This design comes from an exercise in tuning for small area and a short achievable clock period on the open sky130 flow, not from production work.
Function was checked by simulation only, so behaviour that the tests miss may differ from the original.
Power is estimated from default activity; no workload was simulated.

## top_level
module top_level (
  input         clk_i,
  input         addsub_i,
  input  [31:0] data_a_i,
                data_b_i,
  output [31:0] result_o
);
For scale: roughly 1,800 cells after synthesis, about 250 flip-flops.
==> flow/config.mk <==
export PLATFORM = sky130hd
export DESIGN_NAME = top_level
export DESIGN_NICKNAME = top_level
export VERILOG_FILES = /design/flow/design.v
export SDC_FILE = /design/flow/constraint.sdc
export NUM_CORES = 4
export LEC_CHECK = 0
export ABC_AREA = 1
export CAP_MARGIN = 20
export CORE_MARGIN = 2
export CORE_UTILIZATION = 60
export CTS_CLUSTER_DIAMETER = 60
export CTS_CLUSTER_SIZE = 20
export SETUP_SLACK_MARGIN = 3.5
export SLEW_MARGIN = 20
==> flow/constraint.sdc <==
create_clock -name core_clock -period 6.0 [get_ports {clk_i}]
set_input_delay 1.2000 -clock core_clock [delete_from_list [all_inputs] [get_ports {clk_i}]]
set_output_delay 1.2000 -clock core_clock [all_outputs]
set_load 0.01 [all_outputs]
standard.sh (not shown) runs the stock make flow with config.mk's settings and CLKGATE_MAP_FILE= SYNTH_SCRIPT=/design/flow/synth_recipe.tcl, a recipe that flattens the netlist after the stock synthesis.
==> flow/flow/run.sh <==
#!/bin/bash
# Standard ORFS layout (the standard.sh), with the port buffers made
# from buf_2 cells instead of the default delay-buffer cells.
export BUFFER_PORTS_ARGS="-buffer_cell sky130_fd_sc_hd__buf_2"
bash standard.sh > standard.log 2>&1
Change:
Settings changed: CORE_UTILIZATION 60 to 70, CTS_BUF_LIST set to sky130_fd_sc_hd__clkbuf_8, CTS_CLUSTER_DIAMETER 60 to not set, CTS_CLUSTER_SIZE 20 to not set.
Hold slack is worse by 0.0038 ns.
Combinational power rises by roughly a tenth.
Setup slack got worse by 0.45 ns.
Final area barely changes.

---

The RTL this note starts from:
==> flow/design.v <==
module pfx_add #(
  parameter int W = 8
) (
  input  [W-1:0] a,
  input  [W-1:0] b,
  input          ci,
  output [W-1:0] sum,
  output         co
);
  logic [W-1:0] p, g, gg, pp;
  logic [W-1:0] c;    
  assign p = a ^ b;
  assign g = a & b;
  always_comb begin
    gg = g;
    pp = p;
    for (int l = 0; (1 << l) < W; l++) begin
      for (int i = W - 1; i >= 0; i--) begin
        if ((i >> l) & 1) begin
          gg[i] = gg[i] | (pp[i] & gg[((i >> l) << l) - 1]);
          pp[i] = pp[i] & pp[((i >> l) << l) - 1];
        end
      end
    end
  end
  assign c   = {gg[W-2:0] | (pp[W-2:0] & {(W-1){ci}}), ci};
  assign sum = p ^ c;
  assign co  = gg[W-1] | (pp[W-1] & ci);
endmodule
module pfx_cout #(
  parameter int W = 8
) (
  input  [W-1:0] a,
  input  [W-1:0] b,
  input          ci,
  output         co
);
  logic [W:0] g, p;
  always_comb begin
    g = {a & b, ci};
    p = {a ^ b, 1'b0};
    for (int s = 1; s <= W; s = s * 2) begin
      for (int i = 0; i + s <= W; i += 2 * s) begin
        if (i + s <= W) begin
          g[i] = g[i + s] | (p[i + s] & g[i]);
          p[i] = p[i + s] & p[i];
        end
      end
    end
  end
  assign co = g[0];
endmodule
module pfx_add2 #(
  parameter int W = 8
) (
  input  [W-1:0] a,
  input  [W-1:0] b,
  output [W-1:0] s0,
  output [W-1:0] s1,
  output         co0,
  output         co1
);
  logic [W-1:0] p, g, gg, pp;
  assign p = a ^ b;
  assign g = a & b;
  always_comb begin
    gg = g;
    pp = p;
    for (int l = 0; (1 << l) < W; l++) begin
      for (int i = W - 1; i >= 0; i--) begin
        if ((i >> l) & 1) begin
          gg[i] = gg[i] | (pp[i] & gg[((i >> l) << l) - 1]);
          pp[i] = pp[i] & pp[((i >> l) << l) - 1];
        end
      end
    end
  end
  assign s0  = p ^ {gg[W-2:0], 1'b0};
  assign s1  = p ^ {gg[W-2:0] | pp[W-2:0], 1'b1};
  assign co0 = gg[W-1];
  assign co1 = gg[W-1] | pp[W-1];
endmodule
module top_level (
  input         clk_i,
  input         addsub_i,
  input  [31:0] data_a_i,
                data_b_i,
  output [31:0] result_o
);
  logic [7:0]  ea, eb;
  logic [22:0] fa, fb;
  logic        co_ab, co_ba, co_f;
  assign ea = data_a_i[30:23];
  assign eb = data_b_i[30:23];
  assign fa = data_a_i[22:0];
  assign fb = data_b_i[22:0];
  logic [7:0] dx, dy;    
  pfx_add2 #(.W(8))  u_dexp (.a(ea), .b(~eb), .s0(dx), .s1(dy), .co0(co_ab), .co1(co_ba));
  pfx_cout #(.W(31)) u_flt  (.a(data_a_i[30:0]), .b(~data_b_i[30:0]), .ci(1'b1), .co(co_f));
  logic       bl_ab, bl_ba, bab, bba;
  logic [2:0] eah, ebh;
  assign eah   = ea[7:5];
  assign ebh   = eb[7:5];
  assign bl_ab = ea[4:0] < eb[4:0];
  assign bl_ba = eb[4:0] < ea[4:0];
  assign bab   = bl_ab ? ({1'b0, eah} >= {1'b0, ebh} + 4'd2) : (eah > ebh);
  assign bba   = bl_ba ? ({1'b0, ebh} >= {1'b0, eah} + 4'd2) : (ebh > eah);
  logic        sa_q1, sb_q1, sw_q1, nsw_q1, gt_q1, sh0_q1, bab_q1, bba_q1;
  logic [7:0]  ea_q1, eb_q1;
  logic [22:0] fa_q1, fb_q1;
  logic [4:1]  dab_q1, dba_q1;
  always_ff @(posedge clk_i) begin
    sa_q1 <= data_a_i[31];
    sb_q1 <= data_b_i[31] ^ addsub_i;
    sw_q1  <= ~co_f;               
    nsw_q1 <= co_f;                
    gt_q1  <= co_ab;               
    ea_q1 <= ea;
    eb_q1 <= eb;
    fa_q1 <= fa;
    fb_q1 <= fb;
    sh0_q1 <= dy[0];               
    dab_q1 <= dy[4:1];             
    dba_q1 <= ~dx[4:1];            
    bab_q1 <= bab;                 
    bba_q1 <= bba;                 
  end
  logic [23:0] ly;
  logic [26:0] lv0, al;
  logic [22:0] smask;
  logic [31:0] thermo;
  logic        sticky, es;
  assign ly = sw_q1 ? {1'b1, fa_q1} : {1'b1, fb_q1};
  assign es = sa_q1 ^ sb_q1;
  logic [4:0] sh;
  logic       big;
  assign big = gt_q1 ? bab_q1 : bba_q1;
  assign sh  = {gt_q1 ? dab_q1 : dba_q1, sh0_q1} | {5{big}};
  assign lv0 = sh[0] ? {1'b0, ly, 2'b00} : {ly, 3'b000};
  assign al  = lv0 >> {sh[4:1], 1'b0};
  logic sat, sat_ab, sat_ba;
  logic [4:0]  sh_ab, sh_ba;
  logic [31:0] th_ab, th_ba;
  assign sh_ab  = {dab_q1, sh0_q1} | {5{bab_q1}};
  assign sh_ba  = {dba_q1, sh0_q1} | {5{bba_q1}};
  assign sat    = sh >= 5'd25;
  assign sat_ab = sh_ab >= 5'd25;
  assign sat_ba = sh_ba >= 5'd25;
  assign th_ab  = 32'hFFFF_FFFF << sh_ab;    
  assign th_ba  = 32'hFFFF_FFFF << sh_ba;
  assign thermo = gt_q1 ? th_ab : th_ba;
  assign smask  = {~thermo[24:3], ~thermo[2] & ~(gt_q1 ? sat_ab : sat_ba)};
  assign sticky = |(ly[22:0] & smask);
  logic        hs_q2, es_q2;
  logic [7:0]  he_q2;
  logic [22:0] hf_q2;
  logic [26:0] lo_q2;
  always_ff @(posedge clk_i) begin
    hs_q2 <= nsw_q1 ? sa_q1 : sb_q1;
    es_q2 <= es;
    he_q2 <= nsw_q1 ? ea_q1 : eb_q1;   
    hf_q2 <= nsw_q1 ? fa_q1 : fb_q1;
    lo_q2 <= {al[26:2], al[1] | sat, sticky} ^ {27{es}};    
  end
  logic [26:0] opa;
  logic [27:0] sum;
  logic        add_co;
  logic [26:0] t, z, f;
  logic [4:0]  lz;
  logic [2:0]  inc;
  assign opa = {1'b1, hf_q2, 3'b000};
  logic        c13, co_h0, co_h1;
  logic [13:0] sh0, sh1;
  pfx_add  #(.W(13)) u_addl (.a(opa[12:0]), .b(lo_q2[12:0]), .ci(es_q2),
                             .sum(sum[12:0]), .co(c13));
  pfx_add2 #(.W(14)) u_addh (.a(opa[26:13]), .b(lo_q2[26:13]),
                             .s0(sh0), .s1(sh1), .co0(co_h0), .co1(co_h1));
  assign sum[26:13] = c13 ? sh1 : sh0;
  assign add_co     = c13 ? co_h1 : co_h0;
  assign sum[27] = add_co ^ es_q2;
  assign t = ~(opa ^ lo_q2);
  assign z = ~(opa | lo_q2);
  assign f = t & ~{z[25:0], 1'b0};
  logic [4:0] lzr;
  always_comb begin
    lzr = 5'd0;
    for (int i = 2; i < 27; i++)
      if (f[i]) lzr = 5'(27 - i);
  end
  assign lz = es_q2 ? lzr : 5'd0;
  assign inc[0] = sum[3] & (|sum[2:0] | sum[4]);
  assign inc[1] = sum[2] & (|sum[1:0] | sum[3]);
  assign inc[2] = sum[1] & (sum[0] | sum[2]);
  logic        hs_q3, c_q3;
  logic [7:0]  he_q3;
  logic [26:2] s_q3;
  logic [4:0]  lz_q3;
  logic [2:0]  inc_q3;
  always_ff @(posedge clk_i) begin
    hs_q3  <= hs_q2;
    he_q3  <= he_q2;
    c_q3   <= sum[27];
    s_q3   <= sum[26:2];
    lz_q3  <= lz;
    inc_q3 <= inc;
  end
  logic        far, finc;
  logic [1:0]  kf;
  logic [4:0]  k;
  logic [25:0] v;
  logic [50:0] vs;
  logic [24:0] m;
  logic [7:0]  e;
  assign far = c_q3 | s_q3[26] | s_q3[25];
  assign kf  = c_q3 ? 2'd0 : (s_q3[26] ? 2'd1 : 2'd2);
  logic [50:0] vh;
  assign k   = {lz_q3[4:2], far ? kf : lz_q3[1:0]};
  assign v   = {c_q3, s_q3[26:2]};
  assign vh  = {25'd0, v} << {k[4:2], 2'b00};
  assign vs  = vh << k[1:0];
  assign m   = (~far & (lz_q3 == 5'd0)) ? {1'b1, 24'd0} : vs[25:1];
  logic [7:0] ef, en;
  assign ef  = c_q3 ? he_q3 + 8'd1 : (s_q3[26] ? he_q3 : he_q3 - 8'd1);
  assign en  = he_q3 + 8'd1 - {3'd0, lz_q3};
  assign e   = far ? ef : en;    
  always_comb begin
    if (c_q3)          finc = inc_q3[0];
    else if (s_q3[26]) finc = inc_q3[1];
    else               finc = inc_q3[2];
  end
  logic lo1;
  always_comb begin
    case (kf)
      2'd0:    lo1 = &s_q3[14:4];
      2'd1:    lo1 = &s_q3[13:3];
      default: lo1 = &s_q3[12:2];
    endcase
  end
  logic        hs_q4, i_q4, l1_q4;
  logic [7:0]  e_q4;
  logic [24:0] m_q4;
  always_ff @(posedge clk_i) begin
    hs_q4 <= hs_q3;
    i_q4  <= far & finc;
    l1_q4 <= lo1;
    e_q4  <= e;
    m_q4  <= m;
  end
  logic [22:0] fr;
  logic        fall1;
  logic [7:0]  e_p1, e_m1;
  logic [30:0] res;
  logic [10:0] plo;
  logic [11:0] phi;
  logic        chi;
  always_comb begin
    plo = m_q4[11:1];
    for (int l = 0; (1 << l) < 11; l++)
      for (int j = 10; j >= 0; j--)
        if ((j >> l) & 1)
          plo[j] = plo[j] & plo[((j >> l) << l) - 1];
    phi = m_q4[23:12];
    for (int l = 0; (1 << l) < 12; l++)
      for (int j = 11; j >= 0; j--)
        if ((j >> l) & 1)
          phi[j] = phi[j] & phi[((j >> l) << l) - 1];
  end
  assign chi   = i_q4 & l1_q4;
  assign fr    = m_q4[23:1] ^ {{phi[10:0], 1'b1} & {12{chi}},
                               {plo[9:0], 1'b1} & {11{i_q4}}};
  assign fall1 = phi[11] & chi;
  assign e_p1  = e_q4 + 8'd1;
  assign e_m1  = e_q4 - 8'd1;
  assign res = m_q4[24] ? {fall1 ? e_p1 : e_q4, fr}
                        : {e_m1, m_q4[22:0]};
  logic [31:0] res_q;
  always_ff @(posedge clk_i) res_q <= {hs_q4, res};
  assign result_o = res_q;
endmodule
==> flow/config.mk <==
export PLATFORM = sky130hd
export DESIGN_NAME = top_level
export DESIGN_NICKNAME = top_level
export VERILOG_FILES = /design/flow/design.v
export SDC_FILE = /design/flow/constraint.sdc
export NUM_CORES = 4
export LEC_CHECK = 0
export ABC_AREA = 1
export CAP_MARGIN = 20
export CORE_MARGIN = 2
export CORE_UTILIZATION = 60
export CTS_BUF_LIST = sky130_fd_sc_hd__clkbuf_8
export CTS_CLUSTER_DIAMETER = 60
export CTS_CLUSTER_SIZE = 20
export SETUP_SLACK_MARGIN = 3.55
export SLEW_MARGIN = 20
==> flow/constraint.sdc <==
create_clock -name core_clock -period 6.0 [get_ports {clk_i}]
set_input_delay 1.2000 -clock core_clock [delete_from_list [all_inputs] [get_ports {clk_i}]]
set_output_delay 1.2000 -clock core_clock [all_outputs]
set_load 0.01 [all_outputs]
==> flow/flow/run.sh <==
#!/bin/bash
# Standard ORFS layout (the standard.sh), with the port buffers made
# from buf_1 cells instead of the default delay-buffer cells.
export BUFFER_PORTS_ARGS="-buffer_cell sky130_fd_sc_hd__buf_1"
bash standard.sh > standard.log 2>&1
The first run produced a clean layout.
Then changed:
==> flow/flow/run.sh (replaced) <==
#!/bin/bash
# Standard ORFS layout (the standard.sh), with the port buffers made
# from buf_2 cells instead of the default delay-buffer cells.
export BUFFER_PORTS_ARGS="-buffer_cell sky130_fd_sc_hd__buf_2"
bash standard.sh > standard.log 2>&1
CTS_CLUSTER_DIAMETER = default   (was 60)
CTS_CLUSTER_SIZE = default   (was 20)
SETUP_SLACK_MARGIN = 3.6   (was 3.55)
Effect: Synthesized area stays the same. Clock-buffer cell count is higher by 27. Clock skew is lower by 0.018 ns. First-iteration DRC count is higher by 21%. Sequential cell count stays the same. Register-to-register slack is worse by 0.03 ns. Clock power is higher by 40%. Fmax is lower by 1.3%. Design area is higher by 3.9%.
Then changed:
SETUP_SLACK_MARGIN = 3.65   (was 3.6)
Result: The new run finished with timing, DRC and antenna clean; routed wire length grows by 3.5%; power came out higher by 2.2%; via count goes up by 1.9%; register-to-register slack got worse by 0.02 ns; critical path depth is unchanged; first-iteration DRC count goes up by 3.6%.
Then changed:
==> flow/flow/run.sh (replaced) <==
#!/bin/bash
# Standard ORFS layout (the standard.sh), with the port buffers made
# from buf_1 cells instead of the default delay-buffer cells.
export BUFFER_PORTS_ARGS="-buffer_cell sky130_fd_sc_hd__buf_1"
bash standard.sh > standard.log 2>&1
CTS_CLUSTER_DIAMETER = 60   (was default)
CTS_CLUSTER_SIZE = 20   (was default)
SETUP_SLACK_MARGIN = 3.6   (was 3.65)
After rerunning: Sequential share of layout area goes up by 2.0 points. Setup slack degrades by 0.010 ns. Synthesized cell count does not change.
Then changed:
CTS_CLUSTER_DIAMETER = default   (was 60)
CTS_CLUSTER_SIZE = default   (was 20)
Global-route usage went up by 0.62 points.
Worst setup slack improves by 0.043 ns.
Fmax went up by 1.9%.
Total power went up by 5.6%.
Final area went up by 2.2%.
Wire length went up by 1.6%.
Worst hold slack barely changes.
Then changed:
==> flow/flow/run.sh (replaced) <==
#!/bin/bash
# Standard ORFS layout (the standard.sh), with the port buffers made
# from buf_2 cells instead of the default delay-buffer cells.
export BUFFER_PORTS_ARGS="-buffer_cell sky130_fd_sc_hd__buf_2"
bash standard.sh > standard.log 2>&1
CORE_UTILIZATION = 55   (was 60)
SETUP_SLACK_MARGIN = 3.55   (was 3.6)
Count of clock-buffer cells in the layout came out higher by 2.
Cell area went up by 1.9%.
Via count hardly moves.
Clock power went up by about 3%.
Cell count came out higher by 2.6%.
Register-to-register slack degrades by 0.03 ns.

---

// top_level: RTL as listed in full above, without the edits since
==> flow/config.mk <==
export PLATFORM = sky130hd
export DESIGN_NAME = top_level
export DESIGN_NICKNAME = top_level
export VERILOG_FILES = /design/flow/design.v
export SDC_FILE = /design/flow/constraint.sdc
export NUM_CORES = 4
export LEC_CHECK = 0
export ABC_AREA = 1
export CAP_MARGIN = 20
export CORE_MARGIN = 2
export CORE_UTILIZATION = 60
export CTS_BUF_LIST = sky130_fd_sc_hd__clkbuf_8
export CTS_CLUSTER_DIAMETER = 40
export CTS_CLUSTER_SIZE = 12
export SETUP_SLACK_MARGIN = 3.55
export SLEW_MARGIN = 20
==> flow/constraint.sdc <==
create_clock -name core_clock -period 6.0 [get_ports {clk_i}]
set_input_delay 1.2000 -clock core_clock [delete_from_list [all_inputs] [get_ports {clk_i}]]
set_output_delay 1.2000 -clock core_clock [all_outputs]
set_load 0.01 [all_outputs]
==> flow/flow/run.sh <==
#!/bin/bash
# Standard ORFS layout (the standard.sh), with the port buffers made
# from buf_1 cells instead of the default delay-buffer cells.
export BUFFER_PORTS_ARGS="-buffer_cell sky130_fd_sc_hd__buf_1"
bash standard.sh > standard.log 2>&1
Change:
- CTS_CLUSTER_DIAMETER: 40 -> 50
- CTS_CLUSTER_SIZE: 12 -> 16
Result:
- clock-buffer cell count decreases by 9
- sequential share of layout area is higher by 0.40 points
- utilization is lower by 0.84 points
- setup slack loses 7.8 ps
- first-iteration DRC count shrinks by 16%
- via count goes down by 0.63%
- total power went down by 2.5%
- sequential power is about the same
- design area went down by 1.2%
- global-route usage is lower by 0.24 points
Change:
==> flow/flow/run.sh (replaced) <==
#!/bin/bash
# Standard ORFS layout (the standard.sh), with the port buffers made
# from buf_2 cells instead of the default delay-buffer cells.
export BUFFER_PORTS_ARGS="-buffer_cell sky130_fd_sc_hd__buf_2"
bash standard.sh > standard.log 2>&1
- CTS_CLUSTER_DIAMETER: 50 -> not set
- CTS_CLUSTER_SIZE: 16 -> not set
What happened: Global-route usage falls by 0.13 points. Core utilization goes up by 1.4 points. Die area is unchanged. Total power grows by about 4%. Design area came out higher by about 2%. Sequential share of layout area drops by 0.73 points. Hold slack loses 3.5 ps. Wire length barely changes. Clock power goes up by 21%. Worst setup slack gets better by 9.1 ps. Combinational power rose by about 1%.

-- static timing again, ports no longer ideal --
In the flow no input, the clock included, has a driving cell. The finished layouts below were timed again as built, in two steps.
Step 1 sets driving cells, clkbuf_16 on the clock port and buf_2 on the other inputs (assumed; they add their load-dependent delay and slew).
Step 2 moves the port delays by t, midway between the first and last clock arrival at a register: inputs arrive t later, outputs are due t later. That takes back most of the time a late clock gives input paths.
a / b / c = ideal ports / drivers / drivers and shift; a / b = the first two.
run	t, ns	setup slack, ns	worst setup path after step 2	latest minus earliest clock arrival (ns)	cell pins on the clock port's net
the first run of note 1	0.567	3.427 / 3.424 / 2.858	input to register	0.027 / 0.027	1
the second run of note 1	0.600	2.977 / 2.976 / 2.376	input to register	0.027 / 0.028	1
the first run of note 2	0.597	3.680 / 3.680 / 3.113	input to register	0.044 / 0.043	1
the second run of note 2	0.569	3.649 / 3.649 / 3.120	input to register	0.021 / 0.021	1
the third run of note 2	0.569	3.632 / 3.632 / 3.204	input to register	0.023 / 0.024	1
the fourth run of note 2	0.570	3.621 / 3.621 / 3.140	input to register	0.021 / 0.021	1
the fifth run of note 2	0.578	3.665 / 3.665 / 3.124	input to register	0.025 / 0.026	1
the sixth run of note 2	0.574	3.638 / 3.638 / 3.137	input to register	0.023 / 0.023	1
the first run of note 3	0.564	3.652 / 3.657 / 3.110	input to register	0.025 / 0.024	1
the second run of note 3	0.621	3.644 / 3.644 / 3.099	input to register	0.028 / 0.027	1
the third run of note 3	0.581	3.653 / 3.653 / 3.117	input to register	0.033 / 0.033	1
After both steps setup and hold are still met in every run listed. For the second run of note 1, which loses most, drivers alone change the setup slack by -0.001 ns; drivers and shift together by -0.601 ns.
